Context: an optimization exercise on an open-source flow, tuned for small area, a short achievable clock period and few clock cycles. The choices shown serve that exercise and are no tape-out recipe.
Only simulation tests tie the RTL to the original design; equivalence was not proved.
No activity file was given, so power comes from the tool's default toggle rates.

// fp_mult
module fp_mult(A, B, clk, reset, C, done, flow);
    input [31:0] A, B;
    input clk;
    input reset;
    output [31:0] C;
    output done;
    output [1:0] flow;
    wire be0_one = B[0] ^ 1'b0;
    wire be0_two = (B[1] & ~B[0] & ~1'b0) | (~B[1] & B[0] & 1'b0);
    wire be0_neg = B[1];
    wire be0_x0 = (A[0] ^ B[1]);
    wire be0_x1 = (A[1] ^ B[1]);
    wire be0_x2 = (A[2] ^ B[1]);
    wire be0_x3 = (A[3] ^ B[1]);
    wire be0_x4 = (A[4] ^ B[1]);
    wire be0_x5 = (A[5] ^ B[1]);
    wire be0_x6 = (A[6] ^ B[1]);
    wire be0_x7 = (A[7] ^ B[1]);
    wire be0_x8 = (A[8] ^ B[1]);
    wire be0_x9 = (A[9] ^ B[1]);
    wire be0_x10 = (A[10] ^ B[1]);
    wire be0_x11 = (A[11] ^ B[1]);
    wire be0_x12 = (A[12] ^ B[1]);
    wire be0_x13 = (A[13] ^ B[1]);
    wire be0_x14 = (A[14] ^ B[1]);
    wire be0_x15 = (A[15] ^ B[1]);
    wire be0_x16 = (A[16] ^ B[1]);
    wire be0_x17 = (A[17] ^ B[1]);
    wire be0_x18 = (A[18] ^ B[1]);
    wire be0_x19 = (A[19] ^ B[1]);
    wire be0_x20 = (A[20] ^ B[1]);
    wire be0_x21 = (A[21] ^ B[1]);
    wire be0_x22 = (A[22] ^ B[1]);
    wire be0_x23 = ~B[1];
    wire pp1 = (be0_one & be0_x0) | (be0_two & B[1]);
    wire pp2 = (be0_one & be0_x1) | (be0_two & be0_x0);
    wire pp3 = (be0_one & be0_x2) | (be0_two & be0_x1);
    wire pp4 = (be0_one & be0_x3) | (be0_two & be0_x2);
    wire pp5 = (be0_one & be0_x4) | (be0_two & be0_x3);
    wire pp6 = (be0_one & be0_x5) | (be0_two & be0_x4);
    wire pp7 = (be0_one & be0_x6) | (be0_two & be0_x5);
    wire pp8 = (be0_one & be0_x7) | (be0_two & be0_x6);
    wire pp9 = (be0_one & be0_x8) | (be0_two & be0_x7);
    wire pp10 = (be0_one & be0_x9) | (be0_two & be0_x8);
    wire pp11 = (be0_one & be0_x10) | (be0_two & be0_x9);
    wire pp12 = (be0_one & be0_x11) | (be0_two & be0_x10);
    wire pp13 = (be0_one & be0_x12) | (be0_two & be0_x11);
    wire pp14 = (be0_one & be0_x13) | (be0_two & be0_x12);
    wire pp15 = (be0_one & be0_x14) | (be0_two & be0_x13);
    wire pp16 = (be0_one & be0_x15) | (be0_two & be0_x14);
    wire pp17 = (be0_one & be0_x16) | (be0_two & be0_x15);
    wire pp18 = (be0_one & be0_x17) | (be0_two & be0_x16);
    wire pp19 = (be0_one & be0_x18) | (be0_two & be0_x17);
    wire pp20 = (be0_one & be0_x19) | (be0_two & be0_x18);
    wire pp21 = (be0_one & be0_x20) | (be0_two & be0_x19);
  ...
Size in the first run: about 2400 cells after synthesis, about 100 I/O pins, about 19000 um^2 of cells after synthesis.
==> flow/config.mk <==
export PLATFORM = sky130hd
export DESIGN_NAME = fp_mult
export DESIGN_NICKNAME = fp_mult
export VERILOG_FILES = /design/flow/design.v
export SDC_FILE = /design/flow/constraint.sdc
export NUM_CORES = 4
export LEC_CHECK = 0
export ABC_AREA = 1
export CAP_MARGIN = 20
export CORE_MARGIN = 2
export CORE_UTILIZATION = 40
export SLEW_MARGIN = 20
export SYNTH_HIERARCHICAL = 1
==> flow/constraint.sdc <==
create_clock -name core_clock -period 5.0 [get_ports {clk}]
set_input_delay 1.0000 -clock core_clock [delete_from_list [all_inputs] [get_ports {clk}]]
set_output_delay 1.0000 -clock core_clock [all_outputs]
set_load 0.01 [all_outputs]
standard.sh (not shown) runs the stock make flow with config.mk's settings and CLKGATE_MAP_FILE= SYNTH_SCRIPT=/design/flow/synth_recipe.tcl, a recipe that flattens the netlist after the stock synthesis.
==> flow/flow/run.sh <==
#!/bin/bash
set -o pipefail
export BUFFER_PORTS_ARGS="-buffer_cell sky130_fd_sc_hd__buf_2"
bash standard.sh > standard.log 2>&1
The baseline ran to the end with no violations.
Testbench counts at the start, summed over its fixed seeds: cycles 2,400.
Then changed:
==> flow/flow/run.sh (replaced) <==
#!/bin/bash
set -o pipefail
export BUFFER_PORTS_ARGS="-buffer_cell sky130_fd_sc_hd__buf_4"
bash standard.sh > standard.log 2>&1
Settings changed: CORE_UTILIZATION 40 to 45.
Effect: The changed run finished clean. Sequential share of layout area stays flat. Global-route usage grows by 1.0 points. Die area shrinks by 11%. Utilization grows by 5.3 points. Cell count shrinks by 3.5%. Synthesized area does not change. Cell area hardly moves. Critical path depth shrinks by 1. Count of clock-buffer cells in the layout shrinks by 1. Routed wire length shrinks by 5.9%.
Then changed:
Settings changed: ABC_CLOCK_PERIOD_IN_PS from default to 3000, CORE_UTILIZATION 45 to 40.
Effect:
- The changed run passed the timing, design-rule and antenna checks
- hold slack gets worse by 0.0033 ns
- global-route usage shrinks by 1.7 points
- flip-flop and latch count stays the same
- non-clock buffer count shrinks by 7
- final cell count grows by a few percent
- total power shrinks slightly
- wire length grows by a few percent
Then changed:
Settings changed: ABC_CLOCK_PERIOD_IN_PS 3000 to default, CTS_BUF_LIST from default to sky130_fd_sc_hd__clkbuf_8, CTS_CLUSTER_SIZE from default to 40.
The new run went through all stages and came out clean; clock-buffer cell count is unchanged; register-to-register slack hardly moves; design area goes down by 0.44%; hold slack gets better by 0.0035 ns; total power is lower by 1.2%; core utilization decreases by 0.20 points; via count barely changes; non-clock buffer count climbs by 1; global-route usage barely changes; cell count hardly moves; synthesized area is unchanged.

[separate check: timing with driven ports]
The flow's constraints put no driver on any port. The routed layouts listed below were extracted and timed again, unchanged, in two steps. Step 1: set_driving_cell puts a clkbuf_16 on clk and a buf_2 on each other input, an assumption about the parent block. Step 2 also shifts input and output timing later by t, the mid clock arrival at the registers, as if the neighbouring blocks saw the same clock. Three values: no drivers, after step 1, after step 2; two values: the first two.
run | t, ns | setup slack, ns | hold WS [ns] | worst data-port slew with drivers (ns) | pins driven straight from the clock port
the first run | 0.418 | 0.239 / 0.184 / -0.085 | 0.449 / 0.449 / 0.449 | 0.09 | 1
the second run | 0.404 | 0.224 / 0.195 / -0.149 | 0.452 / 0.452 / 0.452 | 0.05 | 1
the third run | 0.413 | 0.304 / 0.247 / -0.037 | 0.449 / 0.449 / 0.449 | 0.08 | 1
the fourth run | 0.443 | 0.232 / 0.179 / -0.053 | 0.452 / 0.452 / 0.452 | 0.08 | 1
Met with ideal ports but missed after step 2: setup timing in every run listed. The setup slack of the second run, which loses most, moves by -0.029 ns with the drivers and by -0.373 ns with both steps.
